Background: an optimization exercise with open tools, aiming at small area and a short achievable clock period. Do not read the settings as production practice. RTL that was checked went through simulation tests only; none was proved equivalent to the original. Only the layout flow was run in run 1; the RTL was not checked for function there. Power and IR drop assume default switching activity.

==> flow/design.v, too long to show whole: its modules and the start of the top module <==
// module alu_top: 24 lines
// module ALU: 935 lines
// module ha: 6 lines
// module fa: 6 lines
module alu_top(CLK, OP1, OP2, OPRN, OUT, ZERO);
  // ...
==> flow/flow/run.sh <==
#!/bin/bash
set -euo pipefail
bash standard.sh SETUP_SLACK_MARGIN=21 finish > standard_flow.log 2>&1
==> flow/standard.sh <==
#!/bin/bash
# synth_recipe.tcl (not shown) runs the flow's synth.tcl, then flattens the netlist and writes it again
# the make line also repeats each setting of config.mk as NAME=value (left out here)
make -C /OpenROAD-flow-scripts/flow DESIGN_CONFIG=/design/flow/config.mk WORK_HOME=/design/flow/orfs CLKGATE_MAP_FILE= SYNTH_SCRIPT=/design/flow/synth_recipe.tcl "${@:-finish}"
==> flow/config.mk <==
export PLATFORM = sky130hd
export DESIGN_NAME = alu_top
export DESIGN_NICKNAME = alu_top
export VERILOG_FILES = /design/flow/design.v
export SDC_FILE = /design/flow/constraint.sdc
export NUM_CORES = 4
export LEC_CHECK = 0
export CAP_MARGIN = 20
export CORE_MARGIN = 2
export CORE_UTILIZATION = 40
export SLEW_MARGIN = 20
export SYNTH_HIERARCHICAL = 1
export SYNTH_MINIMUM_KEEP_SIZE = 0
==> flow/constraint.sdc <==
create_clock -name core_clock -period 29.5 [get_ports {CLK}]
set_input_delay 5.9000 -clock core_clock [delete_from_list [all_inputs] [get_ports {CLK}]]
set_output_delay 5.9000 -clock core_clock [all_outputs]
set_load 0.01 [all_outputs]
==> results.txt, run 1 <==
Net Sw Power=0.5935 mW; first-pass GRT wire length=99830 um; final wirelength=67570 um; share of cells above drive strength 1=9.591%; top sig layer=met5; pre-CTS setup slack=19.64 ns; 1st-pass router iterations=6; placed insts=2461; min-delay worst type=reg2reg; gr busiest metal=met2; Startpoint Class=register; Crit Path Category=reg2reg; drt initial violations=1922; top power group=combinational logic; Non-Filler Instances=2494; commonest non-fill, non-tap cell in the layout=xnor2_1; largest net degree at the start of global routing=53; R2R setup slack=21.24 ns; VDD IR max=0.00004968 V; Crit path depth=26; top flop regs=op1_q (32), op2_q (32), out_q (32); Pwr Density=60.30 mW/mm^2; final worst slack=21.24 ns; status=complete, no violations; Reg area=0.002023 mm^2; skew final=0.01461 ns
==> module ALU, before the edit <==
module ALU(OUT, ZERO, OP1, OP2, OPRN);
	input [(32 -1):0] OP1;
	input [(32 -1):0] OP2;
	input [(6 -1):0] OPRN;
	output [(32 -1):0] OUT;
	output ZERO;
	wire [3:0] op = OPRN[3:0];
	wire is_mul = (op == 4'h3);
	wire is_shl = (op == 4'h4);
	wire is_shr = (op == 4'h5);
	wire is_and = (op == 4'h6);
	wire is_or  = (op == 4'h7);
	wire is_nor = (op == 4'h8);
	wire is_sh  = is_shl | is_shr;
	wire is_log = is_and | is_or | is_nor;
	wire is_sub = (op == 4'h2) | (op == 4'ha) | (op == 4'hb) | (op == 4'he) | (op == 4'hf);
	wire is_ari = ~(is_mul | is_sh | is_log);
	wire [31:0] arev;
	genvar gi;
	generate for (gi = 0; gi < 32; gi = gi + 1) begin : rev_a
		assign arev[gi] = OP1[31-gi];
	end endgenerate
	wire [31:0] x = is_shr ? arev : OP1;
	wire [32:0] yb = {OP2, 1'b0};
	wire sh_ok = ~|OP2[31:5];
	wire [15:0] one, two, neg;
	generate for (gi = 0; gi < 16; gi = gi + 1) begin : enc
		wire y0 = yb[2*gi], y1 = yb[2*gi+1], y2 = yb[2*gi+2];
		wire hit = (OP2[4:1] == gi);
		assign one[gi] = (is_sh & hit & ~OP2[0]) | (is_mul & (y0 ^ y1)) | (is_ari & (gi == 0));
		assign two[gi] = (is_sh & hit & OP2[0]) | (is_mul & ((y2 & ~y1 & ~y0) | (~y2 & y1 & y0)));
		assign neg[gi] = is_mul & y2;
	end endgenerate
	wire pp0_0 = ((x[0] & one[0]) | (1'b0 & two[0])) ^ neg[0];
	wire pp0_1 = ((x[1] & one[0]) | (x[0] & two[0])) ^ neg[0];
	wire pp0_2 = ((x[2] & one[0]) | (x[1] & two[0])) ^ neg[0];
	wire pp0_3 = ((x[3] & one[0]) | (x[2] & two[0])) ^ neg[0];
	wire pp0_4 = ((x[4] & one[0]) | (x[3] & two[0])) ^ neg[0];
	wire pp0_5 = ((x[5] & one[0]) | (x[4] & two[0])) ^ neg[0];
	wire pp0_6 = ((x[6] & one[0]) | (x[5] & two[0])) ^ neg[0];
	wire pp0_7 = ((x[7] & one[0]) | (x[6] & two[0])) ^ neg[0];
	wire pp0_8 = ((x[8] & one[0]) | (x[7] & two[0])) ^ neg[0];
	wire pp0_9 = ((x[9] & one[0]) | (x[8] & two[0])) ^ neg[0];
	wire pp0_10 = ((x[10] & one[0]) | (x[9] & two[0])) ^ neg[0];
	wire pp0_11 = ((x[11] & one[0]) | (x[10] & two[0])) ^ neg[0];
	wire pp0_12 = ((x[12] & one[0]) | (x[11] & two[0])) ^ neg[0];
	wire pp0_13 = ((x[13] & one[0]) | (x[12] & two[0])) ^ neg[0];
	wire pp0_14 = ((x[14] & one[0]) | (x[13] & two[0])) ^ neg[0];
	wire pp0_15 = ((x[15] & one[0]) | (x[14] & two[0])) ^ neg[0];
	wire pp0_16 = ((x[16] & one[0]) | (x[15] & two[0])) ^ neg[0];
	wire pp0_17 = ((x[17] & one[0]) | (x[16] & two[0])) ^ neg[0];
	wire pp0_18 = ((x[18] & one[0]) | (x[17] & two[0])) ^ neg[0];
	wire pp0_19 = ((x[19] & one[0]) | (x[18] & two[0])) ^ neg[0];
	wire pp0_20 = ((x[20] & one[0]) | (x[19] & two[0])) ^ neg[0];
	wire pp0_21 = ((x[21] & one[0]) | (x[20] & two[0])) ^ neg[0];
	wire pp0_22 = ((x[22] & one[0]) | (x[21] & two[0])) ^ neg[0];
	wire pp0_23 = ((x[23] & one[0]) | (x[22] & two[0])) ^ neg[0];
	wire pp0_24 = ((x[24] & one[0]) | (x[23] & two[0])) ^ neg[0];
	wire pp0_25 = ((x[25] & one[0]) | (x[24] & two[0])) ^ neg[0];
	wire pp0_26 = ((x[26] & one[0]) | (x[25] & two[0])) ^ neg[0];
	wire pp0_27 = ((x[27] & one[0]) | (x[26] & two[0])) ^ neg[0];
	wire pp0_28 = ((x[28] & one[0]) | (x[27] & two[0])) ^ neg[0];
	wire pp0_29 = ((x[29] & one[0]) | (x[28] & two[0])) ^ neg[0];
	wire pp0_30 = ((x[30] & one[0]) | (x[29] & two[0])) ^ neg[0];
	wire pp0_31 = ((x[31] & one[0]) | (x[30] & two[0])) ^ neg[0];
	wire pp1_0 = ((x[0] & one[1]) | (1'b0 & two[1])) ^ neg[1];
	wire pp1_1 = ((x[1] & one[1]) | (x[0] & two[1])) ^ neg[1];
	wire pp1_2 = ((x[2] & one[1]) | (x[1] & two[1])) ^ neg[1];
	wire pp1_3 = ((x[3] & one[1]) | (x[2] & two[1])) ^ neg[1];
	wire pp1_4 = ((x[4] & one[1]) | (x[3] & two[1])) ^ neg[1];
	wire pp1_5 = ((x[5] & one[1]) | (x[4] & two[1])) ^ neg[1];
	wire pp1_6 = ((x[6] & one[1]) | (x[5] & two[1])) ^ neg[1];
	wire pp1_7 = ((x[7] & one[1]) | (x[6] & two[1])) ^ neg[1];
	wire pp1_8 = ((x[8] & one[1]) | (x[7] & two[1])) ^ neg[1];
	wire pp1_9 = ((x[9] & one[1]) | (x[8] & two[1])) ^ neg[1];
	wire pp1_10 = ((x[10] & one[1]) | (x[9] & two[1])) ^ neg[1];
	wire pp1_11 = ((x[11] & one[1]) | (x[10] & two[1])) ^ neg[1];
	wire pp1_12 = ((x[12] & one[1]) | (x[11] & two[1])) ^ neg[1];
	wire pp1_13 = ((x[13] & one[1]) | (x[12] & two[1])) ^ neg[1];
	wire pp1_14 = ((x[14] & one[1]) | (x[13] & two[1])) ^ neg[1];
	wire pp1_15 = ((x[15] & one[1]) | (x[14] & two[1])) ^ neg[1];
	wire pp1_16 = ((x[16] & one[1]) | (x[15] & two[1])) ^ neg[1];
	wire pp1_17 = ((x[17] & one[1]) | (x[16] & two[1])) ^ neg[1];
	wire pp1_18 = ((x[18] & one[1]) | (x[17] & two[1])) ^ neg[1];
	wire pp1_19 = ((x[19] & one[1]) | (x[18] & two[1])) ^ neg[1];
	wire pp1_20 = ((x[20] & one[1]) | (x[19] & two[1])) ^ neg[1];
	wire pp1_21 = ((x[21] & one[1]) | (x[20] & two[1])) ^ neg[1];
	wire pp1_22 = ((x[22] & one[1]) | (x[21] & two[1])) ^ neg[1];
	wire pp1_23 = ((x[23] & one[1]) | (x[22] & two[1])) ^ neg[1];
	wire pp1_24 = ((x[24] & one[1]) | (x[23] & two[1])) ^ neg[1];
	wire pp1_25 = ((x[25] & one[1]) | (x[24] & two[1])) ^ neg[1];
	wire pp1_26 = ((x[26] & one[1]) | (x[25] & two[1])) ^ neg[1];
	wire pp1_27 = ((x[27] & one[1]) | (x[26] & two[1])) ^ neg[1];
	wire pp1_28 = ((x[28] & one[1]) | (x[27] & two[1])) ^ neg[1];
	wire pp1_29 = ((x[29] & one[1]) | (x[28] & two[1])) ^ neg[1];
	wire pp2_0 = ((x[0] & one[2]) | (1'b0 & two[2])) ^ neg[2];
	wire pp2_1 = ((x[1] & one[2]) | (x[0] & two[2])) ^ neg[2];
	wire pp2_2 = ((x[2] & one[2]) | (x[1] & two[2])) ^ neg[2];
	wire pp2_3 = ((x[3] & one[2]) | (x[2] & two[2])) ^ neg[2];
	wire pp2_4 = ((x[4] & one[2]) | (x[3] & two[2])) ^ neg[2];
	wire pp2_5 = ((x[5] & one[2]) | (x[4] & two[2])) ^ neg[2];
	wire pp2_6 = ((x[6] & one[2]) | (x[5] & two[2])) ^ neg[2];
	wire pp2_7 = ((x[7] & one[2]) | (x[6] & two[2])) ^ neg[2];
	wire pp2_8 = ((x[8] & one[2]) | (x[7] & two[2])) ^ neg[2];
	wire pp2_9 = ((x[9] & one[2]) | (x[8] & two[2])) ^ neg[2];
	wire pp2_10 = ((x[10] & one[2]) | (x[9] & two[2])) ^ neg[2];
	wire pp2_11 = ((x[11] & one[2]) | (x[10] & two[2])) ^ neg[2];
	wire pp2_12 = ((x[12] & one[2]) | (x[11] & two[2])) ^ neg[2];
	wire pp2_13 = ((x[13] & one[2]) | (x[12] & two[2])) ^ neg[2];
	wire pp2_14 = ((x[14] & one[2]) | (x[13] & two[2])) ^ neg[2];
	wire pp2_15 = ((x[15] & one[2]) | (x[14] & two[2])) ^ neg[2];
	wire pp2_16 = ((x[16] & one[2]) | (x[15] & two[2])) ^ neg[2];
	wire pp2_17 = ((x[17] & one[2]) | (x[16] & two[2])) ^ neg[2];
	wire pp2_18 = ((x[18] & one[2]) | (x[17] & two[2])) ^ neg[2];
	wire pp2_19 = ((x[19] & one[2]) | (x[18] & two[2])) ^ neg[2];
	wire pp2_20 = ((x[20] & one[2]) | (x[19] & two[2])) ^ neg[2];
	wire pp2_21 = ((x[21] & one[2]) | (x[20] & two[2])) ^ neg[2];
	wire pp2_22 = ((x[22] & one[2]) | (x[21] & two[2])) ^ neg[2];
	wire pp2_23 = ((x[23] & one[2]) | (x[22] & two[2])) ^ neg[2];
	wire pp2_24 = ((x[24] & one[2]) | (x[23] & two[2])) ^ neg[2];
	wire pp2_25 = ((x[25] & one[2]) | (x[24] & two[2])) ^ neg[2];
	wire pp2_26 = ((x[26] & one[2]) | (x[25] & two[2])) ^ neg[2];
	wire pp2_27 = ((x[27] & one[2]) | (x[26] & two[2])) ^ neg[2];
	wire pp3_0 = ((x[0] & one[3]) | (1'b0 & two[3])) ^ neg[3];
	wire pp3_1 = ((x[1] & one[3]) | (x[0] & two[3])) ^ neg[3];
	wire pp3_2 = ((x[2] & one[3]) | (x[1] & two[3])) ^ neg[3];
	wire pp3_3 = ((x[3] & one[3]) | (x[2] & two[3])) ^ neg[3];
	wire pp3_4 = ((x[4] & one[3]) | (x[3] & two[3])) ^ neg[3];
	wire pp3_5 = ((x[5] & one[3]) | (x[4] & two[3])) ^ neg[3];
	wire pp3_6 = ((x[6] & one[3]) | (x[5] & two[3])) ^ neg[3];
	wire pp3_7 = ((x[7] & one[3]) | (x[6] & two[3])) ^ neg[3];
	wire pp3_8 = ((x[8] & one[3]) | (x[7] & two[3])) ^ neg[3];
	wire pp3_9 = ((x[9] & one[3]) | (x[8] & two[3])) ^ neg[3];
	wire pp3_10 = ((x[10] & one[3]) | (x[9] & two[3])) ^ neg[3];
	wire pp3_11 = ((x[11] & one[3]) | (x[10] & two[3])) ^ neg[3];
	wire pp3_12 = ((x[12] & one[3]) | (x[11] & two[3])) ^ neg[3];
	wire pp3_13 = ((x[13] & one[3]) | (x[12] & two[3])) ^ neg[3];
	wire pp3_14 = ((x[14] & one[3]) | (x[13] & two[3])) ^ neg[3];
	wire pp3_15 = ((x[15] & one[3]) | (x[14] & two[3])) ^ neg[3];
	wire pp3_16 = ((x[16] & one[3]) | (x[15] & two[3])) ^ neg[3];
	wire pp3_17 = ((x[17] & one[3]) | (x[16] & two[3])) ^ neg[3];
	wire pp3_18 = ((x[18] & one[3]) | (x[17] & two[3])) ^ neg[3];
	wire pp3_19 = ((x[19] & one[3]) | (x[18] & two[3])) ^ neg[3];
	wire pp3_20 = ((x[20] & one[3]) | (x[19] & two[3])) ^ neg[3];
	wire pp3_21 = ((x[21] & one[3]) | (x[20] & two[3])) ^ neg[3];
	wire pp3_22 = ((x[22] & one[3]) | (x[21] & two[3])) ^ neg[3];
	wire pp3_23 = ((x[23] & one[3]) | (x[22] & two[3])) ^ neg[3];
	wire pp3_24 = ((x[24] & one[3]) | (x[23] & two[3])) ^ neg[3];
	wire pp3_25 = ((x[25] & one[3]) | (x[24] & two[3])) ^ neg[3];
	wire pp4_0 = ((x[0] & one[4]) | (1'b0 & two[4])) ^ neg[4];
	wire pp4_1 = ((x[1] & one[4]) | (x[0] & two[4])) ^ neg[4];
	wire pp4_2 = ((x[2] & one[4]) | (x[1] & two[4])) ^ neg[4];
	wire pp4_3 = ((x[3] & one[4]) | (x[2] & two[4])) ^ neg[4];
	wire pp4_4 = ((x[4] & one[4]) | (x[3] & two[4])) ^ neg[4];
	wire pp4_5 = ((x[5] & one[4]) | (x[4] & two[4])) ^ neg[4];
	wire pp4_6 = ((x[6] & one[4]) | (x[5] & two[4])) ^ neg[4];
	wire pp4_7 = ((x[7] & one[4]) | (x[6] & two[4])) ^ neg[4];
	wire pp4_8 = ((x[8] & one[4]) | (x[7] & two[4])) ^ neg[4];
	wire pp4_9 = ((x[9] & one[4]) | (x[8] & two[4])) ^ neg[4];
	wire pp4_10 = ((x[10] & one[4]) | (x[9] & two[4])) ^ neg[4];
	wire pp4_11 = ((x[11] & one[4]) | (x[10] & two[4])) ^ neg[4];
	wire pp4_12 = ((x[12] & one[4]) | (x[11] & two[4])) ^ neg[4];
	wire pp4_13 = ((x[13] & one[4]) | (x[12] & two[4])) ^ neg[4];
	wire pp4_14 = ((x[14] & one[4]) | (x[13] & two[4])) ^ neg[4];
	wire pp4_15 = ((x[15] & one[4]) | (x[14] & two[4])) ^ neg[4];
	wire pp4_16 = ((x[16] & one[4]) | (x[15] & two[4])) ^ neg[4];
	wire pp4_17 = ((x[17] & one[4]) | (x[16] & two[4])) ^ neg[4];
	wire pp4_18 = ((x[18] & one[4]) | (x[17] & two[4])) ^ neg[4];
	wire pp4_19 = ((x[19] & one[4]) | (x[18] & two[4])) ^ neg[4];
	wire pp4_20 = ((x[20] & one[4]) | (x[19] & two[4])) ^ neg[4];
	wire pp4_21 = ((x[21] & one[4]) | (x[20] & two[4])) ^ neg[4];
	wire pp4_22 = ((x[22] & one[4]) | (x[21] & two[4])) ^ neg[4];
	wire pp4_23 = ((x[23] & one[4]) | (x[22] & two[4])) ^ neg[4];
	wire pp5_0 = ((x[0] & one[5]) | (1'b0 & two[5])) ^ neg[5];
	wire pp5_1 = ((x[1] & one[5]) | (x[0] & two[5])) ^ neg[5];
	wire pp5_2 = ((x[2] & one[5]) | (x[1] & two[5])) ^ neg[5];
	wire pp5_3 = ((x[3] & one[5]) | (x[2] & two[5])) ^ neg[5];
	wire pp5_4 = ((x[4] & one[5]) | (x[3] & two[5])) ^ neg[5];
	wire pp5_5 = ((x[5] & one[5]) | (x[4] & two[5])) ^ neg[5];
	wire pp5_6 = ((x[6] & one[5]) | (x[5] & two[5])) ^ neg[5];
	wire pp5_7 = ((x[7] & one[5]) | (x[6] & two[5])) ^ neg[5];
	wire pp5_8 = ((x[8] & one[5]) | (x[7] & two[5])) ^ neg[5];
	wire pp5_9 = ((x[9] & one[5]) | (x[8] & two[5])) ^ neg[5];
	wire pp5_10 = ((x[10] & one[5]) | (x[9] & two[5])) ^ neg[5];
	wire pp5_11 = ((x[11] & one[5]) | (x[10] & two[5])) ^ neg[5];
	wire pp5_12 = ((x[12] & one[5]) | (x[11] & two[5])) ^ neg[5];
	wire pp5_13 = ((x[13] & one[5]) | (x[12] & two[5])) ^ neg[5];
	wire pp5_14 = ((x[14] & one[5]) | (x[13] & two[5])) ^ neg[5];
	wire pp5_15 = ((x[15] & one[5]) | (x[14] & two[5])) ^ neg[5];
	wire pp5_16 = ((x[16] & one[5]) | (x[15] & two[5])) ^ neg[5];
	wire pp5_17 = ((x[17] & one[5]) | (x[16] & two[5])) ^ neg[5];
	wire pp5_18 = ((x[18] & one[5]) | (x[17] & two[5])) ^ neg[5];
	wire pp5_19 = ((x[19] & one[5]) | (x[18] & two[5])) ^ neg[5];
	wire pp5_20 = ((x[20] & one[5]) | (x[19] & two[5])) ^ neg[5];
	wire pp5_21 = ((x[21] & one[5]) | (x[20] & two[5])) ^ neg[5];
	wire pp6_0 = ((x[0] & one[6]) | (1'b0 & two[6])) ^ neg[6];
	wire pp6_1 = ((x[1] & one[6]) | (x[0] & two[6])) ^ neg[6];
	wire pp6_2 = ((x[2] & one[6]) | (x[1] & two[6])) ^ neg[6];
	wire pp6_3 = ((x[3] & one[6]) | (x[2] & two[6])) ^ neg[6];
	wire pp6_4 = ((x[4] & one[6]) | (x[3] & two[6])) ^ neg[6];
	wire pp6_5 = ((x[5] & one[6]) | (x[4] & two[6])) ^ neg[6];
	wire pp6_6 = ((x[6] & one[6]) | (x[5] & two[6])) ^ neg[6];
	wire pp6_7 = ((x[7] & one[6]) | (x[6] & two[6])) ^ neg[6];
	wire pp6_8 = ((x[8] & one[6]) | (x[7] & two[6])) ^ neg[6];
	wire pp6_9 = ((x[9] & one[6]) | (x[8] & two[6])) ^ neg[6];
	wire pp6_10 = ((x[10] & one[6]) | (x[9] & two[6])) ^ neg[6];
	wire pp6_11 = ((x[11] & one[6]) | (x[10] & two[6])) ^ neg[6];
	wire pp6_12 = ((x[12] & one[6]) | (x[11] & two[6])) ^ neg[6];
	wire pp6_13 = ((x[13] & one[6]) | (x[12] & two[6])) ^ neg[6];
	wire pp6_14 = ((x[14] & one[6]) | (x[13] & two[6])) ^ neg[6];
	wire pp6_15 = ((x[15] & one[6]) | (x[14] & two[6])) ^ neg[6];
	wire pp6_16 = ((x[16] & one[6]) | (x[15] & two[6])) ^ neg[6];
	wire pp6_17 = ((x[17] & one[6]) | (x[16] & two[6])) ^ neg[6];
	wire pp6_18 = ((x[18] & one[6]) | (x[17] & two[6])) ^ neg[6];
	wire pp6_19 = ((x[19] & one[6]) | (x[18] & two[6])) ^ neg[6];
	wire pp7_0 = ((x[0] & one[7]) | (1'b0 & two[7])) ^ neg[7];
	wire pp7_1 = ((x[1] & one[7]) | (x[0] & two[7])) ^ neg[7];
	wire pp7_2 = ((x[2] & one[7]) | (x[1] & two[7])) ^ neg[7];
	wire pp7_3 = ((x[3] & one[7]) | (x[2] & two[7])) ^ neg[7];
	wire pp7_4 = ((x[4] & one[7]) | (x[3] & two[7])) ^ neg[7];
	wire pp7_5 = ((x[5] & one[7]) | (x[4] & two[7])) ^ neg[7];
	wire pp7_6 = ((x[6] & one[7]) | (x[5] & two[7])) ^ neg[7];
	wire pp7_7 = ((x[7] & one[7]) | (x[6] & two[7])) ^ neg[7];
	wire pp7_8 = ((x[8] & one[7]) | (x[7] & two[7])) ^ neg[7];
	wire pp7_9 = ((x[9] & one[7]) | (x[8] & two[7])) ^ neg[7];
	wire pp7_10 = ((x[10] & one[7]) | (x[9] & two[7])) ^ neg[7];
	wire pp7_11 = ((x[11] & one[7]) | (x[10] & two[7])) ^ neg[7];
	wire pp7_12 = ((x[12] & one[7]) | (x[11] & two[7])) ^ neg[7];
	wire pp7_13 = ((x[13] & one[7]) | (x[12] & two[7])) ^ neg[7];
	wire pp7_14 = ((x[14] & one[7]) | (x[13] & two[7])) ^ neg[7];
	wire pp7_15 = ((x[15] & one[7]) | (x[14] & two[7])) ^ neg[7];
	wire pp7_16 = ((x[16] & one[7]) | (x[15] & two[7])) ^ neg[7];
	wire pp7_17 = ((x[17] & one[7]) | (x[16] & two[7])) ^ neg[7];
	wire pp8_0 = ((x[0] & one[8]) | (1'b0 & two[8])) ^ neg[8];
	wire pp8_1 = ((x[1] & one[8]) | (x[0] & two[8])) ^ neg[8];
	wire pp8_2 = ((x[2] & one[8]) | (x[1] & two[8])) ^ neg[8];
	wire pp8_3 = ((x[3] & one[8]) | (x[2] & two[8])) ^ neg[8];
	wire pp8_4 = ((x[4] & one[8]) | (x[3] & two[8])) ^ neg[8];
	wire pp8_5 = ((x[5] & one[8]) | (x[4] & two[8])) ^ neg[8];
	wire pp8_6 = ((x[6] & one[8]) | (x[5] & two[8])) ^ neg[8];
	wire pp8_7 = ((x[7] & one[8]) | (x[6] & two[8])) ^ neg[8];
	wire pp8_8 = ((x[8] & one[8]) | (x[7] & two[8])) ^ neg[8];
	wire pp8_9 = ((x[9] & one[8]) | (x[8] & two[8])) ^ neg[8];
	wire pp8_10 = ((x[10] & one[8]) | (x[9] & two[8])) ^ neg[8];
	wire pp8_11 = ((x[11] & one[8]) | (x[10] & two[8])) ^ neg[8];
	wire pp8_12 = ((x[12] & one[8]) | (x[11] & two[8])) ^ neg[8];
	wire pp8_13 = ((x[13] & one[8]) | (x[12] & two[8])) ^ neg[8];
	wire pp8_14 = ((x[14] & one[8]) | (x[13] & two[8])) ^ neg[8];
	wire pp8_15 = ((x[15] & one[8]) | (x[14] & two[8])) ^ neg[8];
	wire pp9_0 = ((x[0] & one[9]) | (1'b0 & two[9])) ^ neg[9];
	wire pp9_1 = ((x[1] & one[9]) | (x[0] & two[9])) ^ neg[9];
	wire pp9_2 = ((x[2] & one[9]) | (x[1] & two[9])) ^ neg[9];
	wire pp9_3 = ((x[3] & one[9]) | (x[2] & two[9])) ^ neg[9];
	wire pp9_4 = ((x[4] & one[9]) | (x[3] & two[9])) ^ neg[9];
	wire pp9_5 = ((x[5] & one[9]) | (x[4] & two[9])) ^ neg[9];
	wire pp9_6 = ((x[6] & one[9]) | (x[5] & two[9])) ^ neg[9];
	wire pp9_7 = ((x[7] & one[9]) | (x[6] & two[9])) ^ neg[9];
	wire pp9_8 = ((x[8] & one[9]) | (x[7] & two[9])) ^ neg[9];
	wire pp9_9 = ((x[9] & one[9]) | (x[8] & two[9])) ^ neg[9];
	wire pp9_10 = ((x[10] & one[9]) | (x[9] & two[9])) ^ neg[9];
	wire pp9_11 = ((x[11] & one[9]) | (x[10] & two[9])) ^ neg[9];
	wire pp9_12 = ((x[12] & one[9]) | (x[11] & two[9])) ^ neg[9];
	wire pp9_13 = ((x[13] & one[9]) | (x[12] & two[9])) ^ neg[9];
	wire pp10_0 = ((x[0] & one[10]) | (1'b0 & two[10])) ^ neg[10];
	wire pp10_1 = ((x[1] & one[10]) | (x[0] & two[10])) ^ neg[10];
	wire pp10_2 = ((x[2] & one[10]) | (x[1] & two[10])) ^ neg[10];
	wire pp10_3 = ((x[3] & one[10]) | (x[2] & two[10])) ^ neg[10];
	wire pp10_4 = ((x[4] & one[10]) | (x[3] & two[10])) ^ neg[10];
	wire pp10_5 = ((x[5] & one[10]) | (x[4] & two[10])) ^ neg[10];
	wire pp10_6 = ((x[6] & one[10]) | (x[5] & two[10])) ^ neg[10];
	wire pp10_7 = ((x[7] & one[10]) | (x[6] & two[10])) ^ neg[10];
	wire pp10_8 = ((x[8] & one[10]) | (x[7] & two[10])) ^ neg[10];
	wire pp10_9 = ((x[9] & one[10]) | (x[8] & two[10])) ^ neg[10];
	wire pp10_10 = ((x[10] & one[10]) | (x[9] & two[10])) ^ neg[10];
	wire pp10_11 = ((x[11] & one[10]) | (x[10] & two[10])) ^ neg[10];
	wire pp11_0 = ((x[0] & one[11]) | (1'b0 & two[11])) ^ neg[11];
	wire pp11_1 = ((x[1] & one[11]) | (x[0] & two[11])) ^ neg[11];
	wire pp11_2 = ((x[2] & one[11]) | (x[1] & two[11])) ^ neg[11];
	wire pp11_3 = ((x[3] & one[11]) | (x[2] & two[11])) ^ neg[11];
	wire pp11_4 = ((x[4] & one[11]) | (x[3] & two[11])) ^ neg[11];
	wire pp11_5 = ((x[5] & one[11]) | (x[4] & two[11])) ^ neg[11];
	wire pp11_6 = ((x[6] & one[11]) | (x[5] & two[11])) ^ neg[11];
	wire pp11_7 = ((x[7] & one[11]) | (x[6] & two[11])) ^ neg[11];
	wire pp11_8 = ((x[8] & one[11]) | (x[7] & two[11])) ^ neg[11];
	wire pp11_9 = ((x[9] & one[11]) | (x[8] & two[11])) ^ neg[11];
	wire pp12_0 = ((x[0] & one[12]) | (1'b0 & two[12])) ^ neg[12];
	wire pp12_1 = ((x[1] & one[12]) | (x[0] & two[12])) ^ neg[12];
	wire pp12_2 = ((x[2] & one[12]) | (x[1] & two[12])) ^ neg[12];
	wire pp12_3 = ((x[3] & one[12]) | (x[2] & two[12])) ^ neg[12];
	wire pp12_4 = ((x[4] & one[12]) | (x[3] & two[12])) ^ neg[12];
	wire pp12_5 = ((x[5] & one[12]) | (x[4] & two[12])) ^ neg[12];
	wire pp12_6 = ((x[6] & one[12]) | (x[5] & two[12])) ^ neg[12];
	wire pp12_7 = ((x[7] & one[12]) | (x[6] & two[12])) ^ neg[12];
	wire pp13_0 = ((x[0] & one[13]) | (1'b0 & two[13])) ^ neg[13];
	wire pp13_1 = ((x[1] & one[13]) | (x[0] & two[13])) ^ neg[13];
	wire pp13_2 = ((x[2] & one[13]) | (x[1] & two[13])) ^ neg[13];
	wire pp13_3 = ((x[3] & one[13]) | (x[2] & two[13])) ^ neg[13];
	wire pp13_4 = ((x[4] & one[13]) | (x[3] & two[13])) ^ neg[13];
	wire pp13_5 = ((x[5] & one[13]) | (x[4] & two[13])) ^ neg[13];
	wire pp14_0 = ((x[0] & one[14]) | (1'b0 & two[14])) ^ neg[14];
	wire pp14_1 = ((x[1] & one[14]) | (x[0] & two[14])) ^ neg[14];
	wire pp14_2 = ((x[2] & one[14]) | (x[1] & two[14])) ^ neg[14];
	wire pp14_3 = ((x[3] & one[14]) | (x[2] & two[14])) ^ neg[14];
	wire pp15_0 = ((x[0] & one[15]) | (1'b0 & two[15])) ^ neg[15];
	wire pp15_1 = ((x[1] & one[15]) | (x[0] & two[15])) ^ neg[15];
	wire s0, c0;
	fa u_fa0(s0, c0, neg[1], pp0_2, pp1_0);
	wire hs0, hc0;
	ha u_ha0(hs0, hc0, pp0_3, pp1_1);
	wire s1, c1;
	fa u_fa1(s1, c1, neg[2], pp0_4, pp1_2);
	wire s2, c2;
	fa u_fa2(s2, c2, pp2_0, hc0, s1);
	wire s3, c3;
	fa u_fa3(s3, c3, pp0_5, pp1_3, pp2_1);
	wire hs1, hc1;
	ha u_ha1(hs1, hc1, c1, s3);
	wire s4, c4;
	fa u_fa4(s4, c4, neg[3], pp0_6, pp1_4);
	wire s5, c5;
	fa u_fa5(s5, c5, pp2_2, pp3_0, c3);
	wire s6, c6;
	fa u_fa6(s6, c6, s4, hc1, s5);
	wire s7, c7;
	fa u_fa7(s7, c7, pp0_7, pp1_5, pp2_3);
	wire s8, c8;
	fa u_fa8(s8, c8, pp3_1, c4, s7);
	wire hs2, hc2;
	ha u_ha2(hs2, hc2, c5, s8);
	wire s9, c9;
	fa u_fa9(s9, c9, neg[4], pp0_8, pp1_6);
	wire s10, c10;
	fa u_fa10(s10, c10, pp2_4, pp3_2, pp4_0);
	wire s11, c11;
	fa u_fa11(s11, c11, c7, s9, s10);
	wire hs3, hc3;
	ha u_ha3(hs3, hc3, c8, s11);
	wire s12, c12;
	fa u_fa12(s12, c12, pp0_9, pp1_7, pp2_5);
	wire s13, c13;
	fa u_fa13(s13, c13, pp3_3, pp4_1, c9);
	wire s14, c14;
	fa u_fa14(s14, c14, c10, s12, s13);
	wire s15, c15;
	fa u_fa15(s15, c15, c11, hc3, s14);
	wire s16, c16;
	fa u_fa16(s16, c16, neg[5], pp0_10, pp1_8);
	wire s17, c17;
	fa u_fa17(s17, c17, pp2_6, pp3_4, pp4_2);
	wire s18, c18;
	fa u_fa18(s18, c18, pp5_0, c12, s16);
	wire s19, c19;
	fa u_fa19(s19, c19, s17, c13, s18);
	wire hs4, hc4;
	ha u_ha4(hs4, hc4, c14, s19);
	wire s20, c20;
	fa u_fa20(s20, c20, pp0_11, pp1_9, pp2_7);
	wire s21, c21;
	fa u_fa21(s21, c21, pp3_5, pp4_3, pp5_1);
	wire s22, c22;
	fa u_fa22(s22, c22, c16, c17, s20);
	wire s23, c23;
	fa u_fa23(s23, c23, s21, c18, s22);
	wire hs5, hc5;
	ha u_ha5(hs5, hc5, c19, s23);
	wire s24, c24;
	fa u_fa24(s24, c24, neg[6], pp0_12, pp1_10);
	wire s25, c25;
	fa u_fa25(s25, c25, pp2_8, pp3_6, pp4_4);
	wire s26, c26;
	fa u_fa26(s26, c26, pp5_2, pp6_0, c20);
	wire s27, c27;
	fa u_fa27(s27, c27, c21, s24, s25);
	wire s28, c28;
	fa u_fa28(s28, c28, s26, c22, s27);
	wire hs6, hc6;
	ha u_ha6(hs6, hc6, c23, s28);
	wire s29, c29;
	fa u_fa29(s29, c29, pp0_13, pp1_11, pp2_9);
	wire s30, c30;
	fa u_fa30(s30, c30, pp3_7, pp4_5, pp5_3);
	wire s31, c31;
	fa u_fa31(s31, c31, pp6_1, c24, c25);
	wire s32, c32;
	fa u_fa32(s32, c32, s29, s30, c26);
	wire s33, c33;
	fa u_fa33(s33, c33, s31, c27, s32);
	wire s34, c34;
	fa u_fa34(s34, c34, c28, hc6, s33);
	wire s35, c35;
	fa u_fa35(s35, c35, neg[7], pp0_14, pp1_12);
	wire s36, c36;
	fa u_fa36(s36, c36, pp2_10, pp3_8, pp4_6);
	wire s37, c37;
	fa u_fa37(s37, c37, pp5_4, pp6_2, pp7_0);
	wire s38, c38;
	fa u_fa38(s38, c38, c29, c30, s35);
	wire s39, c39;
	fa u_fa39(s39, c39, s36, s37, c31);
	wire s40, c40;
	fa u_fa40(s40, c40, s38, c32, s39);
	wire hs7, hc7;
	ha u_ha7(hs7, hc7, c33, s40);
	wire s41, c41;
	fa u_fa41(s41, c41, pp0_15, pp1_13, pp2_11);
	wire s42, c42;
	fa u_fa42(s42, c42, pp3_9, pp4_7, pp5_5);
	wire s43, c43;
	fa u_fa43(s43, c43, pp6_3, pp7_1, c35);
	wire s44, c44;
	fa u_fa44(s44, c44, c36, c37, s41);
	wire s45, c45;
	fa u_fa45(s45, c45, s42, s43, c38);
	wire s46, c46;
	fa u_fa46(s46, c46, s44, c39, s45);
	wire s47, c47;
	fa u_fa47(s47, c47, c40, s46, hc7);
	wire s48, c48;
	fa u_fa48(s48, c48, neg[8], pp0_16, pp1_14);
	wire s49, c49;
	fa u_fa49(s49, c49, pp2_12, pp3_10, pp4_8);
	wire s50, c50;
	fa u_fa50(s50, c50, pp5_6, pp6_4, pp7_2);
	wire s51, c51;
	fa u_fa51(s51, c51, pp8_0, c41, c42);
	wire s52, c52;
	fa u_fa52(s52, c52, s48, s49, s50);
	wire s53, c53;
	fa u_fa53(s53, c53, c43, s51, c44);
	wire s54, c54;
	fa u_fa54(s54, c54, s52, c45, s53);
	wire hs8, hc8;
	ha u_ha8(hs8, hc8, c46, s54);
	wire s55, c55;
	fa u_fa55(s55, c55, pp0_17, pp1_15, pp2_13);
	wire s56, c56;
	fa u_fa56(s56, c56, pp3_11, pp4_9, pp5_7);
	wire s57, c57;
	fa u_fa57(s57, c57, pp6_5, pp7_3, pp8_1);
	wire s58, c58;
	fa u_fa58(s58, c58, c48, c49, c50);
	wire s59, c59;
	fa u_fa59(s59, c59, s55, s56, s57);
	wire s60, c60;
	fa u_fa60(s60, c60, c51, s58, c52);
	wire s61, c61;
	fa u_fa61(s61, c61, s59, c53, s60);
	wire hs9, hc9;
	ha u_ha9(hs9, hc9, c54, s61);
	wire s62, c62;
	fa u_fa62(s62, c62, neg[9], pp0_18, pp1_16);
	wire s63, c63;
	fa u_fa63(s63, c63, pp2_14, pp3_12, pp4_10);
	wire s64, c64;
	fa u_fa64(s64, c64, pp5_8, pp6_6, pp7_4);
	wire s65, c65;
	fa u_fa65(s65, c65, pp8_2, pp9_0, c55);
	wire s66, c66;
	fa u_fa66(s66, c66, c56, c57, s62);
	wire s67, c67;
	fa u_fa67(s67, c67, s63, s64, c58);
	wire s68, c68;
	fa u_fa68(s68, c68, s65, c59, s66);
	wire s69, c69;
	fa u_fa69(s69, c69, c60, s67, s68);
	wire s70, c70;
	fa u_fa70(s70, c70, c61, s69, hc9);
	wire s71, c71;
	fa u_fa71(s71, c71, pp0_19, pp1_17, pp2_15);
	wire s72, c72;
	fa u_fa72(s72, c72, pp3_13, pp4_11, pp5_9);
	wire s73, c73;
	fa u_fa73(s73, c73, pp6_7, pp7_5, pp8_3);
	wire s74, c74;
	fa u_fa74(s74, c74, pp9_1, c62, c63);
	wire s75, c75;
	fa u_fa75(s75, c75, c64, s71, s72);
	wire s76, c76;
	fa u_fa76(s76, c76, s73, c65, s74);
	wire s77, c77;
	fa u_fa77(s77, c77, c66, s75, c67);
	wire s78, c78;
	fa u_fa78(s78, c78, c68, s76, s77);
	wire hs10, hc10;
	ha u_ha10(hs10, hc10, c69, s78);
	wire s79, c79;
	fa u_fa79(s79, c79, neg[10], pp0_20, pp1_18);
	wire s80, c80;
	fa u_fa80(s80, c80, pp2_16, pp3_14, pp4_12);
	wire s81, c81;
	fa u_fa81(s81, c81, pp5_10, pp6_8, pp7_6);
	wire s82, c82;
	fa u_fa82(s82, c82, pp8_4, pp9_2, pp10_0);
	wire s83, c83;
	fa u_fa83(s83, c83, c71, c72, c73);
	wire s84, c84;
	fa u_fa84(s84, c84, s79, s80, s81);
	wire s85, c85;
	fa u_fa85(s85, c85, s82, c74, s83);
	wire s86, c86;
	fa u_fa86(s86, c86, c75, s84, c76);
	wire s87, c87;
	fa u_fa87(s87, c87, s85, c77, s86);
	wire s88, c88;
	fa u_fa88(s88, c88, c78, s87, hc10);
	wire s89, c89;
	fa u_fa89(s89, c89, pp0_21, pp1_19, pp2_17);
	wire s90, c90;
	fa u_fa90(s90, c90, pp3_15, pp4_13, pp5_11);
	wire s91, c91;
	fa u_fa91(s91, c91, pp6_9, pp7_7, pp8_5);
	wire s92, c92;
	fa u_fa92(s92, c92, pp9_3, pp10_1, c79);
	wire s93, c93;
	fa u_fa93(s93, c93, c80, c81, c82);
	wire s94, c94;
	fa u_fa94(s94, c94, s89, s90, s91);
	wire s95, c95;
	fa u_fa95(s95, c95, c83, s92, s93);
	wire s96, c96;
	fa u_fa96(s96, c96, c84, s94, c85);
	wire s97, c97;
	fa u_fa97(s97, c97, s95, c86, s96);
	wire hs11, hc11;
	ha u_ha11(hs11, hc11, c87, s97);
	wire s98, c98;
	fa u_fa98(s98, c98, neg[11], pp0_22, pp1_20);
	wire s99, c99;
	fa u_fa99(s99, c99, pp2_18, pp3_16, pp4_14);
	wire s100, c100;
	fa u_fa100(s100, c100, pp5_12, pp6_10, pp7_8);
	wire s101, c101;
	fa u_fa101(s101, c101, pp8_6, pp9_4, pp10_2);
	wire s102, c102;
	fa u_fa102(s102, c102, pp11_0, c89, c90);
	wire s103, c103;
	fa u_fa103(s103, c103, c91, s98, s99);
	wire s104, c104;
	fa u_fa104(s104, c104, s100, s101, c92);
	wire s105, c105;
	fa u_fa105(s105, c105, c93, s102, c94);
	wire s106, c106;
	fa u_fa106(s106, c106, s103, c95, s104);
	wire s107, c107;
	fa u_fa107(s107, c107, s105, c96, s106);
	wire hs12, hc12;
	ha u_ha12(hs12, hc12, c97, s107);
	wire s108, c108;
	fa u_fa108(s108, c108, pp0_23, pp1_21, pp2_19);
	wire s109, c109;
	fa u_fa109(s109, c109, pp3_17, pp4_15, pp5_13);
	wire s110, c110;
	fa u_fa110(s110, c110, pp6_11, pp7_9, pp8_7);
	wire s111, c111;
	fa u_fa111(s111, c111, pp9_5, pp10_3, pp11_1);
	wire s112, c112;
	fa u_fa112(s112, c112, c98, c99, c100);
	wire s113, c113;
	fa u_fa113(s113, c113, c101, s108, s109);
	wire s114, c114;
	fa u_fa114(s114, c114, s110, s111, c102);
	wire s115, c115;
	fa u_fa115(s115, c115, s112, c103, s113);
	wire s116, c116;
	fa u_fa116(s116, c116, c104, c105, s114);
	wire s117, c117;
	fa u_fa117(s117, c117, s115, c106, s116);
	wire hs13, hc13;
	ha u_ha13(hs13, hc13, c107, s117);
	wire s118, c118;
	fa u_fa118(s118, c118, neg[12], pp0_24, pp1_22);
	wire s119, c119;
	fa u_fa119(s119, c119, pp2_20, pp3_18, pp4_16);
	wire s120, c120;
	fa u_fa120(s120, c120, pp5_14, pp6_12, pp7_10);
	wire s121, c121;
	fa u_fa121(s121, c121, pp8_8, pp9_6, pp10_4);
	wire s122, c122;
	fa u_fa122(s122, c122, pp11_2, pp12_0, c108);
	wire s123, c123;
	fa u_fa123(s123, c123, c109, c110, c111);
	wire s124, c124;
	fa u_fa124(s124, c124, s118, s119, s120);
	wire s125, c125;
	fa u_fa125(s125, c125, s121, c112, s122);
	wire s126, c126;
	fa u_fa126(s126, c126, s123, c113, s124);
	wire s127, c127;
	fa u_fa127(s127, c127, c114, c115, s125);
	wire s128, c128;
	fa u_fa128(s128, c128, s126, c116, s127);
	wire s129, c129;
	fa u_fa129(s129, c129, c117, s128, hc13);
	wire s130, c130;
	fa u_fa130(s130, c130, pp0_25, pp1_23, pp2_21);
	wire s131, c131;
	fa u_fa131(s131, c131, pp3_19, pp4_17, pp5_15);
	wire s132, c132;
	fa u_fa132(s132, c132, pp6_13, pp7_11, pp8_9);
	wire s133, c133;
	fa u_fa133(s133, c133, pp9_7, pp10_5, pp11_3);
	wire s134, c134;
	fa u_fa134(s134, c134, pp12_1, c118, c119);
	wire s135, c135;
	fa u_fa135(s135, c135, c120, c121, s130);
	wire s136, c136;
	fa u_fa136(s136, c136, s131, s132, s133);
	wire s137, c137;
	fa u_fa137(s137, c137, c122, c123, s134);
	wire s138, c138;
	fa u_fa138(s138, c138, c124, s135, s136);
	wire s139, c139;
	fa u_fa139(s139, c139, c125, c126, s137);
	wire s140, c140;
	fa u_fa140(s140, c140, s138, c127, s139);
	wire hs14, hc14;
	ha u_ha14(hs14, hc14, c128, s140);
	wire s141, c141;
	fa u_fa141(s141, c141, neg[13], pp0_26, pp1_24);
	wire s142, c142;
	fa u_fa142(s142, c142, pp2_22, pp3_20, pp4_18);
	wire s143, c143;
	fa u_fa143(s143, c143, pp5_16, pp6_14, pp7_12);
	wire s144, c144;
	fa u_fa144(s144, c144, pp8_10, pp9_8, pp10_6);
	wire s145, c145;
	fa u_fa145(s145, c145, pp11_4, pp12_2, pp13_0);
	wire s146, c146;
	fa u_fa146(s146, c146, c130, c131, c132);
	wire s147, c147;
	fa u_fa147(s147, c147, c133, s141, s142);
	wire s148, c148;
	fa u_fa148(s148, c148, s143, s144, s145);
	wire s149, c149;
	fa u_fa149(s149, c149, c134, s146, c135);
	wire s150, c150;
	fa u_fa150(s150, c150, c136, s147, s148);
	wire s151, c151;
	fa u_fa151(s151, c151, c137, c138, s149);
	wire s152, c152;
	fa u_fa152(s152, c152, s150, c139, s151);
	wire s153, c153;
	fa u_fa153(s153, c153, c140, s152, hc14);
	wire s154, c154;
	fa u_fa154(s154, c154, pp0_27, pp1_25, pp2_23);
	wire s155, c155;
	fa u_fa155(s155, c155, pp3_21, pp4_19, pp5_17);
	wire s156, c156;
	fa u_fa156(s156, c156, pp6_15, pp7_13, pp8_11);
	wire s157, c157;
	fa u_fa157(s157, c157, pp9_9, pp10_7, pp11_5);
	wire s158, c158;
	fa u_fa158(s158, c158, pp12_3, pp13_1, c141);
	wire s159, c159;
	fa u_fa159(s159, c159, c142, c143, c144);
	wire s160, c160;
	fa u_fa160(s160, c160, c145, s154, s155);
	wire s161, c161;
	fa u_fa161(s161, c161, s156, s157, c146);
	wire s162, c162;
	fa u_fa162(s162, c162, s158, s159, c147);
	wire s163, c163;
	fa u_fa163(s163, c163, c148, s160, c149);
	wire s164, c164;
	fa u_fa164(s164, c164, s161, c150, s162);
	wire s165, c165;
	fa u_fa165(s165, c165, c151, s163, s164);
	wire hs15, hc15;
	ha u_ha15(hs15, hc15, c152, s165);
	wire s166, c166;
	fa u_fa166(s166, c166, neg[14], pp0_28, pp1_26);
	wire s167, c167;
	fa u_fa167(s167, c167, pp2_24, pp3_22, pp4_20);
	wire s168, c168;
	fa u_fa168(s168, c168, pp5_18, pp6_16, pp7_14);
	wire s169, c169;
	fa u_fa169(s169, c169, pp8_12, pp9_10, pp10_8);
	wire s170, c170;
	fa u_fa170(s170, c170, pp11_6, pp12_4, pp13_2);
	wire s171, c171;
	fa u_fa171(s171, c171, pp14_0, c154, c155);
	wire s172, c172;
	fa u_fa172(s172, c172, c156, c157, s166);
	wire s173, c173;
	fa u_fa173(s173, c173, s167, s168, s169);
	wire s174, c174;
	fa u_fa174(s174, c174, s170, c158, c159);
	wire s175, c175;
	fa u_fa175(s175, c175, s171, c160, s172);
	wire s176, c176;
	fa u_fa176(s176, c176, s173, c161, c162);
	wire s177, c177;
	fa u_fa177(s177, c177, s174, s175, c163);
	wire s178, c178;
	fa u_fa178(s178, c178, c164, s176, s177);
	wire s179, c179;
	fa u_fa179(s179, c179, c165, hc15, s178);
	wire s180, c180;
	fa u_fa180(s180, c180, pp0_29, pp1_27, pp2_25);
	wire s181, c181;
	fa u_fa181(s181, c181, pp3_23, pp4_21, pp5_19);
	wire s182, c182;
	fa u_fa182(s182, c182, pp6_17, pp7_15, pp8_13);
	wire s183, c183;
	fa u_fa183(s183, c183, pp9_11, pp10_9, pp11_7);
	wire s184, c184;
	fa u_fa184(s184, c184, pp12_5, pp13_3, pp14_1);
	wire s185, c185;
	fa u_fa185(s185, c185, c166, c167, c168);
	wire s186, c186;
	fa u_fa186(s186, c186, c169, c170, s180);
	wire s187, c187;
	fa u_fa187(s187, c187, s181, s182, s183);
	wire s188, c188;
	fa u_fa188(s188, c188, s184, c171, s185);
	wire s189, c189;
	fa u_fa189(s189, c189, c172, c173, s186);
	wire s190, c190;
	fa u_fa190(s190, c190, s187, c174, c175);
	wire s191, c191;
	fa u_fa191(s191, c191, s188, s189, c176);
	wire s192, c192;
	fa u_fa192(s192, c192, s190, c177, s191);
	wire hs16, hc16;
	ha u_ha16(hs16, hc16, c178, s192);
	wire s193, c193;
	fa u_fa193(s193, c193, neg[15], pp0_30, pp1_28);
	wire s194, c194;
	fa u_fa194(s194, c194, pp2_26, pp3_24, pp4_22);
	wire s195, c195;
	fa u_fa195(s195, c195, pp5_20, pp6_18, pp7_16);
	wire s196, c196;
	fa u_fa196(s196, c196, pp8_14, pp9_12, pp10_10);
	wire s197, c197;
	fa u_fa197(s197, c197, pp11_8, pp12_6, pp13_4);
	wire s198, c198;
	fa u_fa198(s198, c198, pp14_2, pp15_0, c180);
	wire s199, c199;
	fa u_fa199(s199, c199, c181, c182, c183);
	wire s200, c200;
	fa u_fa200(s200, c200, c184, s193, s194);
	wire s201, c201;
	fa u_fa201(s201, c201, s195, s196, s197);
	wire s202, c202;
	fa u_fa202(s202, c202, c185, s198, s199);
	wire s203, c203;
	fa u_fa203(s203, c203, c186, c187, s200);
	wire s204, c204;
	fa u_fa204(s204, c204, s201, c188, c189);
	wire s205, c205;
	fa u_fa205(s205, c205, s202, s203, c190);
	wire s206, c206;
	fa u_fa206(s206, c206, s204, c191, s205);
	wire s207, c207;
	fa u_fa207(s207, c207, c192, s206, hc16);
	wire s208, c208;
	fa u_fa208(s208, c208, pp0_31, pp1_29, pp2_27);
	wire s209, c209;
	fa u_fa209(s209, c209, pp3_25, pp4_23, pp5_21);
	wire s210, c210;
	fa u_fa210(s210, c210, pp6_19, pp7_17, pp8_15);
	wire s211, c211;
	fa u_fa211(s211, c211, pp9_13, pp10_11, pp11_9);
	wire s212, c212;
	fa u_fa212(s212, c212, pp12_7, pp13_5, pp14_3);
	wire s213, c213;
	fa u_fa213(s213, c213, pp15_1, c193, c194);
	wire s214, c214;
	fa u_fa214(s214, c214, c195, c196, c197);
	wire s215, c215;
	fa u_fa215(s215, c215, s208, s209, s210);
	wire s216, c216;
	fa u_fa216(s216, c216, s211, s212, c198);
	wire s217, c217;
	fa u_fa217(s217, c217, c199, s213, s214);
	wire s218, c218;
	fa u_fa218(s218, c218, c200, c201, s215);
	wire s219, c219;
	fa u_fa219(s219, c219, c202, s216, c203);
	wire s220, c220;
	fa u_fa220(s220, c220, s217, s218, c204);
	wire s221, c221;
	fa u_fa221(s221, c221, s219, c205, s220);
	wire hs17, hc17;
	ha u_ha17(hs17, hc17, c206, s221);
	wire [31:0] ms = {hs17, s207, hs16, s179, hs15, s153, hs14, s129, hs13, hs12, hs11, s88, hs10, s70, hs9, hs8, s47, hs7, s34, hs6, hs5, hs4, s15, hs3, hs2, s6, hs1, s2, hs0, s0, pp0_1, pp0_0};
	wire [31:0] mc = {c207, 1'b0, c179, 1'b0, c153, 1'b0, c129, 1'b0, hc12, hc11, c88, 1'b0, c70, 1'b0, hc8, c47, 1'b0, c34, 1'b0, hc5, hc4, c15, 1'b0, hc2, c6, 1'b0, c2, 1'b0, c0, 1'b0, 1'b0, neg[0]};
	wire [31:0] fx = ms;
	wire [31:0] fy = mc | ({32{is_ari}} & (OP2 ^ {32{is_sub}}));
	wire fci = is_ari & is_sub;
	wire [31:0] pg_p = fx ^ fy;
	wire [31:0] pg_g = fx & fy;
	wire G0_0 = pg_g[0] | (pg_p[0] & fci);
	wire G1_0 = pg_g[1] | (pg_p[1] & G0_0);
	wire G3_2 = pg_g[3] | (pg_p[3] & pg_g[2]);
	wire P3_2 = pg_p[3] & pg_p[2];
	wire G5_4 = pg_g[5] | (pg_p[5] & pg_g[4]);
	wire P5_4 = pg_p[5] & pg_p[4];
	wire G7_6 = pg_g[7] | (pg_p[7] & pg_g[6]);
	wire P7_6 = pg_p[7] & pg_p[6];
	wire G9_8 = pg_g[9] | (pg_p[9] & pg_g[8]);
	wire P9_8 = pg_p[9] & pg_p[8];
	wire G11_10 = pg_g[11] | (pg_p[11] & pg_g[10]);
	wire P11_10 = pg_p[11] & pg_p[10];
	wire G13_12 = pg_g[13] | (pg_p[13] & pg_g[12]);
	wire P13_12 = pg_p[13] & pg_p[12];
	wire G15_14 = pg_g[15] | (pg_p[15] & pg_g[14]);
	wire P15_14 = pg_p[15] & pg_p[14];
	wire G17_16 = pg_g[17] | (pg_p[17] & pg_g[16]);
	wire P17_16 = pg_p[17] & pg_p[16];
	wire G19_18 = pg_g[19] | (pg_p[19] & pg_g[18]);
	wire P19_18 = pg_p[19] & pg_p[18];
	wire G21_20 = pg_g[21] | (pg_p[21] & pg_g[20]);
	wire P21_20 = pg_p[21] & pg_p[20];
	wire G23_22 = pg_g[23] | (pg_p[23] & pg_g[22]);
	wire P23_22 = pg_p[23] & pg_p[22];
	wire G25_24 = pg_g[25] | (pg_p[25] & pg_g[24]);
	wire P25_24 = pg_p[25] & pg_p[24];
	wire G27_26 = pg_g[27] | (pg_p[27] & pg_g[26]);
	wire P27_26 = pg_p[27] & pg_p[26];
	wire G29_28 = pg_g[29] | (pg_p[29] & pg_g[28]);
	wire P29_28 = pg_p[29] & pg_p[28];
	wire G31_30 = pg_g[31] | (pg_p[31] & pg_g[30]);
	wire P31_30 = pg_p[31] & pg_p[30];
	wire G2_0 = pg_g[2] | (pg_p[2] & G1_0);
	wire G3_0 = G3_2 | (P3_2 & G1_0);
	wire G6_4 = pg_g[6] | (pg_p[6] & G5_4);
	wire P6_4 = pg_p[6] & P5_4;
	wire G7_4 = G7_6 | (P7_6 & G5_4);
	wire P7_4 = P7_6 & P5_4;
	wire G10_8 = pg_g[10] | (pg_p[10] & G9_8);
	wire P10_8 = pg_p[10] & P9_8;
	wire G11_8 = G11_10 | (P11_10 & G9_8);
	wire P11_8 = P11_10 & P9_8;
	wire G14_12 = pg_g[14] | (pg_p[14] & G13_12);
	wire P14_12 = pg_p[14] & P13_12;
	wire G15_12 = G15_14 | (P15_14 & G13_12);
	wire P15_12 = P15_14 & P13_12;
	wire G18_16 = pg_g[18] | (pg_p[18] & G17_16);
	wire P18_16 = pg_p[18] & P17_16;
	wire G19_16 = G19_18 | (P19_18 & G17_16);
	wire P19_16 = P19_18 & P17_16;
	wire G22_20 = pg_g[22] | (pg_p[22] & G21_20);
	wire P22_20 = pg_p[22] & P21_20;
	wire G23_20 = G23_22 | (P23_22 & G21_20);
	wire P23_20 = P23_22 & P21_20;
	wire G26_24 = pg_g[26] | (pg_p[26] & G25_24);
	wire P26_24 = pg_p[26] & P25_24;
	wire G27_24 = G27_26 | (P27_26 & G25_24);
	wire P27_24 = P27_26 & P25_24;
	wire G30_28 = pg_g[30] | (pg_p[30] & G29_28);
	wire P30_28 = pg_p[30] & P29_28;
	wire G31_28 = G31_30 | (P31_30 & G29_28);
	wire P31_28 = P31_30 & P29_28;
	wire G4_0 = pg_g[4] | (pg_p[4] & G3_0);
	wire G5_0 = G5_4 | (P5_4 & G3_0);
	wire G6_0 = G6_4 | (P6_4 & G3_0);
	wire G7_0 = G7_4 | (P7_4 & G3_0);
	wire G12_8 = pg_g[12] | (pg_p[12] & G11_8);
	wire P12_8 = pg_p[12] & P11_8;
	wire G13_8 = G13_12 | (P13_12 & G11_8);
	wire P13_8 = P13_12 & P11_8;
	wire G14_8 = G14_12 | (P14_12 & G11_8);
	wire P14_8 = P14_12 & P11_8;
	wire G15_8 = G15_12 | (P15_12 & G11_8);
	wire P15_8 = P15_12 & P11_8;
	wire G20_16 = pg_g[20] | (pg_p[20] & G19_16);
	wire P20_16 = pg_p[20] & P19_16;
	wire G21_16 = G21_20 | (P21_20 & G19_16);
	wire P21_16 = P21_20 & P19_16;
	wire G22_16 = G22_20 | (P22_20 & G19_16);
	wire P22_16 = P22_20 & P19_16;
	wire G23_16 = G23_20 | (P23_20 & G19_16);
	wire P23_16 = P23_20 & P19_16;
	wire G28_24 = pg_g[28] | (pg_p[28] & G27_24);
	wire P28_24 = pg_p[28] & P27_24;
	wire G29_24 = G29_28 | (P29_28 & G27_24);
	wire P29_24 = P29_28 & P27_24;
	wire G30_24 = G30_28 | (P30_28 & G27_24);
	wire P30_24 = P30_28 & P27_24;
	wire G31_24 = G31_28 | (P31_28 & G27_24);
	wire P31_24 = P31_28 & P27_24;
	wire G8_0 = pg_g[8] | (pg_p[8] & G7_0);
	wire G9_0 = G9_8 | (P9_8 & G7_0);
	wire G10_0 = G10_8 | (P10_8 & G7_0);
	wire G11_0 = G11_8 | (P11_8 & G7_0);
	wire G12_0 = G12_8 | (P12_8 & G7_0);
	wire G13_0 = G13_8 | (P13_8 & G7_0);
	wire G14_0 = G14_8 | (P14_8 & G7_0);
	wire G15_0 = G15_8 | (P15_8 & G7_0);
	wire G24_16 = pg_g[24] | (pg_p[24] & G23_16);
	wire P24_16 = pg_p[24] & P23_16;
	wire G25_16 = G25_24 | (P25_24 & G23_16);
	wire P25_16 = P25_24 & P23_16;
	wire G26_16 = G26_24 | (P26_24 & G23_16);
	wire P26_16 = P26_24 & P23_16;
	wire G27_16 = G27_24 | (P27_24 & G23_16);
	wire P27_16 = P27_24 & P23_16;
	wire G28_16 = G28_24 | (P28_24 & G23_16);
	wire P28_16 = P28_24 & P23_16;
	wire G29_16 = G29_24 | (P29_24 & G23_16);
	wire P29_16 = P29_24 & P23_16;
	wire G30_16 = G30_24 | (P30_24 & G23_16);
	wire P30_16 = P30_24 & P23_16;
	wire G31_16 = G31_24 | (P31_24 & G23_16);
	wire P31_16 = P31_24 & P23_16;
	wire G16_0 = pg_g[16] | (pg_p[16] & G15_0);
	wire G17_0 = G17_16 | (P17_16 & G15_0);
	wire G18_0 = G18_16 | (P18_16 & G15_0);
	wire G19_0 = G19_16 | (P19_16 & G15_0);
	wire G20_0 = G20_16 | (P20_16 & G15_0);
	wire G21_0 = G21_16 | (P21_16 & G15_0);
	wire G22_0 = G22_16 | (P22_16 & G15_0);
	wire G23_0 = G23_16 | (P23_16 & G15_0);
	wire G24_0 = G24_16 | (P24_16 & G15_0);
	wire G25_0 = G25_16 | (P25_16 & G15_0);
	wire G26_0 = G26_16 | (P26_16 & G15_0);
	wire G27_0 = G27_16 | (P27_16 & G15_0);
	wire G28_0 = G28_16 | (P28_16 & G15_0);
	wire G29_0 = G29_16 | (P29_16 & G15_0);
	wire G30_0 = G30_16 | (P30_16 & G15_0);
	wire G31_0 = G31_16 | (P31_16 & G15_0);
	wire [31:0] cy = {G30_0, G29_0, G28_0, G27_0, G26_0, G25_0, G24_0, G23_0, G22_0, G21_0, G20_0, G19_0, G18_0, G17_0, G16_0, G15_0, G14_0, G13_0, G12_0, G11_0, G10_0, G9_0, G8_0, G7_0, G6_0, G5_0, G4_0, G3_0, G2_0, G1_0, G0_0, fci};
	wire [31:0] sum = pg_p ^ cy;
	wire [31:0] srev;
	generate for (gi = 0; gi < 32; gi = gi + 1) begin : rev_s
		assign srev[gi] = sum[31-gi];
	end endgenerate
	wire [31:0] lg = ({32{is_and}} & (OP1 & OP2)) | ({32{is_or}} & (OP1 | OP2)) | ({32{is_nor}} & ~(OP1 | OP2));
	wire sh_zero = is_sh & ~sh_ok;   
	assign OUT = ({32{~is_shr & ~is_log & ~sh_zero}} & sum) | ({32{is_shr & sh_ok}} & srev) | lg;
	wire [31:0] zq = {fx[30:0] | fy[30:0], 1'b0} | {32{fci}};
	wire zs = &(~(fx ^ fy ^ zq));
	assign ZERO = is_log ? ~|lg : (sh_zero | zs);
endmodule
==> run 2: changes to the inputs <==
--- a/flow/design.v
+++ b/flow/design.v
@@ -49,3 +49,7 @@
 	end endgenerate
-	wire [31:0] x = is_shr ? arev : OP1;
+	wire m_rev = ~op[3] & op[2] & op[0];            
+	wire m_sh  = ~op[3] & op[2];                    
+	wire m_mul = ~op[3] & ~op[2] & op[1] & op[0];   
+	wire m_ari = op[3] | (~op[2] & ~(op[1] & op[0]));
+	wire [31:0] x = m_rev ? arev : OP1;
 	wire [32:0] yb = {OP2, 1'b0};
@@ -56,5 +60,5 @@
 		wire hit = (OP2[4:1] == gi);
-		assign one[gi] = (is_sh & hit & ~OP2[0]) | (is_mul & (y0 ^ y1)) | (is_ari & (gi == 0));
-		assign two[gi] = (is_sh & hit & OP2[0]) | (is_mul & ((y2 & ~y1 & ~y0) | (~y2 & y1 & y0)));
-		assign neg[gi] = is_mul & y2;
+		assign one[gi] = (m_sh & hit & ~OP2[0]) | (m_mul & (y0 ^ y1)) | (m_ari & (gi == 0));
+		assign two[gi] = (m_sh & hit & OP2[0]) | (m_mul & ((y2 & ~y1 & ~y0) | (~y2 & y1 & y0)));
+		assign neg[gi] = m_mul & y2;
 	end endgenerate
==> results.txt, run 2 <==
skew final=0.01467 ns (was 0.01461 ns); post-route setup TNS=0 ns (unchanged); share of cells above drive strength 1=9.063% (was 9.591%); CTS hold repair buffers=0 (unchanged); final-report max-slew violation count=0 (unchanged); Synth Instances=1915 (was 1870); hpwl dp=49290 um (was 50770 um); WP data arrival=8.55 ns (about the same); Fmax=121.1 MHz (about the same); Tmin final=8.255 ns (was 8.261 ns); fin crit share=27.98% (was 28.00%); die height=212.5 um (about the same); Pleak=8.104 nW (was 7.905 nW); reg2reg path depth=26 (unchanged); first-pass GRT wire length=101900 um (was 99830 um); Slew @ Worst Pin=1.163 ns (was 1.153 ns); Vias/cell=6.395 (was 6.270); Hold Path Depth=3 (was 2); IO Pins=104 (unchanged); min-delay worst type=reg2reg (unchanged); CTS tree=built (unchanged); commonest non-fill, non-tap cell in the layout=xnor2_1 (unchanged); Layout area overhead=13.72% (was 13.79%); I/O Buffers=101 (unchanged); H-tree levels=3 (unchanged); CTS sink cnt=101 (unchanged); Final Instance Area=0.01977 mm^2 (was 0.01978 mm^2); grt total ovfl=0 (unchanged); top flop regs=op1_q (32), op2_q (32), out_q (32) (unchanged); clk root buf=clkbuf_16 (unchanged); row count=76 (unchanged); yosys warns=7 (unchanged); final wirelength=69250 um (was 67570 um); R2R setup slack=21.25 ns (was 21.24 ns); Final setup viols=0 (unchanged); Mapped Area=0.01738 mm^2 (was 0.01739 mm^2); Remaining DRCs=0 (unchanged); CTS max path bufs=2 (unchanged); antenna violations before repair=1 (was 3); Fillers=4213 (was 4220); VDD IR max=0.00005594 V (was 0.00004968 V); final RePlAce weighted congestion=0.9712 (was 0.9483); ANT nets after route=0 (unchanged); RSZ-0062 raised after global routing=false (unchanged); width of the die=212.5 um (about the same); drt initial violations=2532 (was 1922); largest net degree at the start of global routing=48 (was 53); final worst slack=21.25 ns (was 21.24 ns); hold_ws=0.9526 ns (was 0.7311 ns); max_cap viols=0 (unchanged); status=complete, no violations (unchanged); dpl cell area=0.01911 mm^2 (was 0.01900 mm^2); worst skew pair latency=0.36 ns (about the same); Layout Nets=2335 (was 2302); most frequent cells in the layout=310 x xnor2_1, 251 x o22ai_1, 227 x fa_1 (was 318 x xnor2_1, 227 x fa_1, 148 x o22ai_1); Post-Syn Nets=2313 (was 2268); # diodes=0 (was 1); Core Box Area=0.04298 mm^2 (unchanged); Crit Path Category=reg2reg (unchanged); Critical Path Fanout Max=47 (was 37); Hold Vio Cnt, Final=0 (unchanged); die area=0.04514 mm^2 (was 0.04515 mm^2); synthesized area per cell=9.078 um^2 (was 9.298 um^2); Slew HR=21.49% (was 22.19%); Total GRT Usage=30.64% (was 29.94%); WL per Instance=27.40 um (was 27.09 um); 1st-pass router iterations=5 (was 6); Worst setup EP type=register (unchanged); Pwr Density=65.45 mW/mm^2 (was 60.30 mW/mm^2); Startpoint Class=register (unchanged); Initial Util=40.45% (about the same); via count=16160 (was 15640); pre-CTS setup slack=20.33 ns (was 19.64 ns); total power=1.294 mW (was 1.193 mW); vias in the first global route=16110 (was 15680); Clock transition at path regs=0.07 ns (about the same); CTS Buf Count=9 (unchanged); worst endpoint required time=29.79 ns (about the same)
==> run 2: timing repair <==
item / 4_1_cts / 5_1_grt
endpoints found under the setup margin: 27 / 27
gates cloned: 4 / 1
resized for setup: 6 / 26
pin swaps: 1 / 1
setup buffers: 7 / 4
==> run 2: area by class of cell <==
cell class / count / area (um^2) / share of cell area (%)
sequential: 101 / 2024 / 10.24
clock buffer: 9 / 225.2 / 1.139
timing repair buffer: 178 / 1717 / 8.684
tap: 585 / 732.0 / 3.703
multi-input combinational: 1533 / 14560 / 73.63
clock inverter: 7 / 86.33 / 0.4367
inverter: 114 / 427.9 / 2.165
==> run 2: path summary, 6_finish.rpt <==
path | endpoint | from
setup / recovery | zero_q$_DFF_P_ | oprn_q[1]$_DFF_P_
hold / removal | zero_q$_DFF_P_ | oprn_q[1]$_DFF_P_
setup reg to reg | zero_q$_DFF_P_ | oprn_q[1]$_DFF_P_
hold reg to reg | zero_q$_DFF_P_ | oprn_q[1]$_DFF_P_
==> run 2: per-stage QoR <==
stage,util (%),std cells
floorplan,-,1915
global placement,44.45,2495
detailed placement,44.45,2495
CTS,45.58,2522
global route,45.99,2527
finish,45.99,2527
==> run 2: critical path, cell delays in order, from the launching register on <==
cell and delay [ns]:
dfxtp_1 0.36, buf_12 0.23, nand2_1 0.14, nor3_4 0.25, buf_12 0.22, nand2_2 0.07
clkbuf_8 0.28, nor2_2 0.22, a31oi_4 0.07, buf_4 0.24, o22ai_1 0.23, xnor2_1 0.13
fa_1 0.48, fa_1 0.53, fa_1 0.44, fa_1 0.41, fa_1 0.51, fa_1 0.46
fa_1 0.45, or2_2 0.36, inv_1 0.07, ha_1 0.29, and3_1 0.20, or4_1 0.43
or4_1 0.54, nor4b_4 0.35, a211o_1 0.22
==> run 2: routing by layer <==
layer	vias up	global-route usage (%)	wire length, um
met5	-	0	12
met4	2	12.61	3458
met3	243	6.233	7677
met2	1079	47.55	30710
met1	7991	41.63	27400
li1	6846	-	-
==> run 2: power breakdown <==
| group | internal, mW | switching, mW |
|---|---|---|
| sequential | 0.166 | 0.0217 |
| combinational | 0.396 | 0.590 |
| clock | 0.0611 | 0.0592 |
| total | 0.623 | 0.671 |

[static timing again, ports no longer ideal]
How much do the figures lean on ideal ports? The routed layouts below were timed once more, with nothing changed but the port constraints. Step 1 assumes that a clkbuf_16 drives the clock port and a buf_2 every other input. Step 2 times the ports against the registers' clock, not the clock port: input delays grow and output delays shrink by t, the midpoint of the rising clock arrivals with the driver on. Three values: no drivers, after step 1, after step 2; two values: the first two.
run	shift t [ns]	setup WS [ns]	worst register clock-pin slew, ns	worst data-port slew with drivers (ns)	pins driven straight from the clock port
run 1	0.390	21.240 / 21.240 / 21.240	0.08 / 0.08	0.07	1
run 2	0.384	21.245 / 21.245 / 21.245	0.08 / 0.08	0.06	1
After both steps every run listed still meets setup and hold.
